This is an optimization exercise on Yosys and OpenROAD, whose aim is small area, a short achievable clock period and few clock cycles per item, not a production implementation.
Only simulation tests tie the RTL to the original design; equivalence was not proved.

job 1905:
==> flow/design.v (excerpt) <==
module fir_top (
    input  wire       clk,
    input  wire       resetN,
    input  wire       sampleClk,
    input  wire [7:0] sample,
    output wire [7:0] sum,
    output reg        dav
);
   reg [7:0] h1, h2, h3, h4, h5, h6, h7, h8;
   reg [8:0] s34, s25, s16;
   reg [9:0] m3;
   reg [18:0] t1a;
   reg [17:0] t1b;
   reg [3:0] ic;
   wire busy = ~ic[3] | ~ic[2];
   wire en = sampleClk | busy;
   wire [7:0] xin = busy ? 8'd0 : sample;
   wire s_1, c_2;
   ha us_1 (h2[0], h3[0], s_1, c_2);
   wire s_3, c_4;
   ha us_3 (h2[1], h3[1], s_3, c_4);
   wire s_5, c_6;
   ha us_5 (h2[2], h3[2], s_5, c_6);
   wire s_7, c_8;
   ha us_7 (h2[3], h3[3], s_7, c_8);
   wire s_9, c_10;
   ha us_9 (h2[4], h3[4], s_9, c_10);
   wire s_11, c_12;
   ha us_11 (h2[5], h3[5], s_11, c_12);
   wire s_13, c_14;
   ha us_13 (h2[6], h3[6], s_13, c_14);
   wire s_15, c_16;
   ha us_15 (h2[7], h3[7], s_15, c_16);
   wire s_17, c_18;
   ha us_17 (h2[7], h3[7], s_17, c_18);
   wire G_19 = c_4 | (s_3 & c_2);
   wire G_21 = c_6 | (s_5 & c_4);
   wire P_22 = s_5 & s_3;
   wire G_23 = c_8 | (s_7 & c_6);
   wire P_24 = s_7 & s_5;
   wire G_25 = c_10 | (s_9 & c_8);
   wire P_26 = s_9 & s_7;
  ...
Size: roughly 710 cells after synthesis, roughly 10000 µm² of cells after synthesis.
clock: 10.0 ns
lec_check: 0
cap_margin: 20
core_margin: 2
core_utilization: 65
cts_buf_list: sky130_fd_sc_hd__clkbuf_8
cts_cluster_size: 30
setup_slack_margin: 5
slew_margin: 20
synth_hierarchical: 1
standard.sh (not shown) runs the stock make flow with config.mk's settings and CLKGATE_MAP_FILE= SYNTH_SCRIPT=/design/flow/synth_recipe.tcl, a recipe that flattens the netlist after the stock synthesis.
==> flow/flow/run.sh <==
#!/bin/bash
# The standard layout (the standard.sh: ORFS from synthesis to the final
# layout), with timing repair aiming at a larger setup margin than the flow
# settings allow. make's output goes to flow_make.log; each ORFS step writes
# its own log under orfs/logs, copied here at the end.
set -euo pipefail
bash standard.sh SETUP_SLACK_MARGIN=6.5 finish > flow_make.log 2>&1
cp orfs/logs/*/fir_top/base/*.log . 2>/dev/null || true
Job 1905 | stages: all done | timing, DRC, antenna: all pass
Testbench counts of job 1905, summed over its fixed seeds: cycles 12,008, items 12,000.
The inputs of job 6411 differ from those of job 1905 as listed below.
==> flow/flow/run.sh <==
#!/bin/bash
# The standard layout (the standard.sh: ORFS from synthesis to the final
# layout), with timing repair aiming at a larger setup margin than the flow
# settings allow and the port buffers made of sky130_fd_sc_hd__buf_2. make's
# output goes to flow_make.log; each ORFS step writes its own log under
# orfs/logs, copied here at the end.
set -euo pipefail
bash standard.sh SETUP_SLACK_MARGIN=6.0 "BUFFER_PORTS_ARGS=-buffer_cell sky130_fd_sc_hd__buf_2" finish > flow_make.log 2>&1
cp orfs/logs/*/fir_top/base/*.log . 2>/dev/null || true
--- outcome ---
Having completed the whole flow, job 6411 delivered a layout that passed the timing, DRC and antenna checks. Job 6411 vs job 1905 — cell count dropped 66. Diff job 1905 -> job 6411: largest fanout on the critical path increased 7, cell depth of the worst min-delay path essentially unchanged. When job 6411 is set beside job 1905, its setup slack turns out to be 0.044 ns smaller. Total track usage, job 6411 and job 1905: smaller value in job 6411. In the flow results for job 6411 and job 1905, the met2 routing resource usage after global routing is smaller on job 6411. Area share of buffers outside the clock network ends up lower on job 6411. Job 1905 vs job 6411, library cell contributing the largest single delay on the critical path: dfxtp_2 vs a31oi_1. Against job 1905, via count normalized by instance count in job 6411 fell by a few percent.
#### Input delta (job 3329 over job 6411)
==> flow/flow/run.sh <==
#!/bin/bash
# The standard layout (the standard.sh: ORFS from synthesis to the final
# layout), with timing repair aiming at a larger setup margin than the flow
# settings allow and the port buffers made of sky130_fd_sc_hd__buf_4. make's
# output goes to flow_make.log; each ORFS step writes its own log under
# orfs/logs, copied here at the end.
set -euo pipefail
bash standard.sh SETUP_SLACK_MARGIN=6.0 "BUFFER_PORTS_ARGS=-buffer_cell sky130_fd_sc_hd__buf_4" finish > flow_make.log 2>&1
cp orfs/logs/*/fir_top/base/*.log . 2>/dev/null || true
### Flow results
Job 3329: PASS, flow complete, no timing, DRC or antenna violations. Between job 3329 and job 6411, the post-route fraction of the period consumed by the critical path does not differ in any meaningful way. The worst setup slack on job 3329 is in line with that on job 6411. | critical path depth | higher: job 3329 |. Final sequential cell count: job 3329 vs job 6411, no meaningful difference. Between job 6411 and job 3329, the difference in minimum period implied by the final worst setup slack is negligible. Row number of optimization iterations in the first detailed-route pass: job 3329 higher / job 6411 lower. Total area of multi-input combinational cells: job 6411 vs job 3329, no meaningful difference.
### job 3329 -> job 1550
==> flow/flow/run.sh <==
#!/bin/bash
# The standard layout (the standard.sh: ORFS from synthesis to the final
# layout), with timing repair aiming at a larger setup margin than the flow
# settings allow. make's output goes to flow_make.log; each ORFS step writes
# its own log under orfs/logs, copied here at the end.
set -euo pipefail
bash standard.sh SETUP_SLACK_MARGIN=6.0 finish > flow_make.log 2>&1
cp orfs/logs/*/fir_top/base/*.log . 2>/dev/null || true
Results
There was hardly any difference in die footprint between job 3329 and job 1550.
Top fanout value on the critical path: job 1550 vs job 3329 identical
Relative to job 3329, wire length decreased by 0.66% in job 1550.
diff inputs: job 1550 => job 2357
Settings: a change of CORE_UTILIZATION from 65 to 72.
==> flow/flow/run.sh <==
#!/bin/bash
# The standard layout (the standard.sh: ORFS from synthesis to the final
# layout), with timing repair aiming at a larger setup margin than the flow
# settings allow and the port buffers made of sky130_fd_sc_hd__buf_2. make's
# output goes to flow_make.log; each ORFS step writes its own log under
# orfs/logs, copied here at the end.
set -euo pipefail
bash standard.sh SETUP_SLACK_MARGIN=6.0 "BUFFER_PORTS_ARGS=-buffer_cell sky130_fd_sc_hd__buf_2" finish > flow_make.log 2>&1
cp orfs/logs/*/fir_top/base/*.log . 2>/dev/null || true
Notes after the runs:
- Status | job 1550 and job 2357 | clean
- Sort job 1550 and job 2357 by total length of routed wires, ascending, and job 1550 comes first.
- Area of placed instances, job 1550 and job 2357: larger value in job 1550
- Compared with job 1550, job 2357 shows worst setup slack higher by 0.023 ns.
- In the reports for job 1550 and job 2357, the larger number of cells in the design after placement belongs to job 1550.
- Job 1550 -> job 2357: post-synthesis instance total flat
- Comparing job 1550 and job 2357, met2 track utilization from global routing is lower on job 1550.
- In terms of number of nets in the layout, job 1550 and job 2357 differ only marginally.
- The share of the final layout cell area in sequential cells number comes out higher for job 2357 vs job 1550.
Modified inputs, job 8576 compared to job 2357
Settings: changing CORE_UTILIZATION from 72 to 65.
--- a/flow/flow/run.sh
+++ b/flow/flow/run.sh
@@ -6,4 +6,4 @@
 # orfs/logs, copied here at the end.
 set -euo pipefail
-bash standard.sh SETUP_SLACK_MARGIN=6.0 "BUFFER_PORTS_ARGS=-buffer_cell sky130_fd_sc_hd__buf_2" finish > flow_make.log 2>&1
+bash standard.sh SETUP_SLACK_MARGIN=6.4 "BUFFER_PORTS_ARGS=-buffer_cell sky130_fd_sc_hd__buf_2" finish > flow_make.log 2>&1
 cp orfs/logs/*/fir_top/base/*.log . 2>/dev/null || true
- NOTE: post-cts sizing count in job 8576 exceeds that of job 2357
- Effective utilization at floorplan: job 8576 vs job 2357 down 6.9 points
- For the final critical-path share of the clock period, job 8576 came in 0.30 points lower than job 2357 did.

[port drivers added, routing unchanged]
In the flow no input, the clock included, has a driving cell. The finished layouts below were timed again as built, in two steps. Step 1 (the two cells are an assumption about what drives the block):
set clk [get_ports {clk}]
set_driving_cell -lib_cell sky130_fd_sc_hd__clkbuf_16 $clk
set_driving_cell -lib_cell sky130_fd_sc_hd__buf_2 [delete_from_list [all_inputs] $clk]
Step 2, shift: input delay + t, output delay - t, t = (earliest + latest rising clock arrival at the registers) / 2. This alone moves slack from input paths to output paths. Three values: no drivers, after step 1, after step 2; two values: the first two.
run	shift t [ns]	setup WS [ns]	slew at the worst register clock pin (ns)	worst data-port slew with drivers (ns)
job 1905	0.496	6.105 / 6.068 / 6.020	0.10 / 0.10	0.04
job 6411	0.493	6.061 / 6.020 / 5.730	0.09 / 0.09	0.03
job 3329	0.500	6.061 / 6.019 / 5.693	0.10 / 0.10	0.03
job 1550	0.487	6.008 / 5.968 / 5.596	0.09 / 0.09	0.03
job 2357	0.505	6.031 / 5.994 / 5.690	0.10 / 0.10	0.03
job 8576	0.491	6.061 / 6.021 / 5.958	0.09 / 0.09	0.03
After both steps setup and hold are still met in every run listed. For job 1550, which loses most, drivers alone change the setup slack by -0.040 ns; drivers and shift together by -0.412 ns.
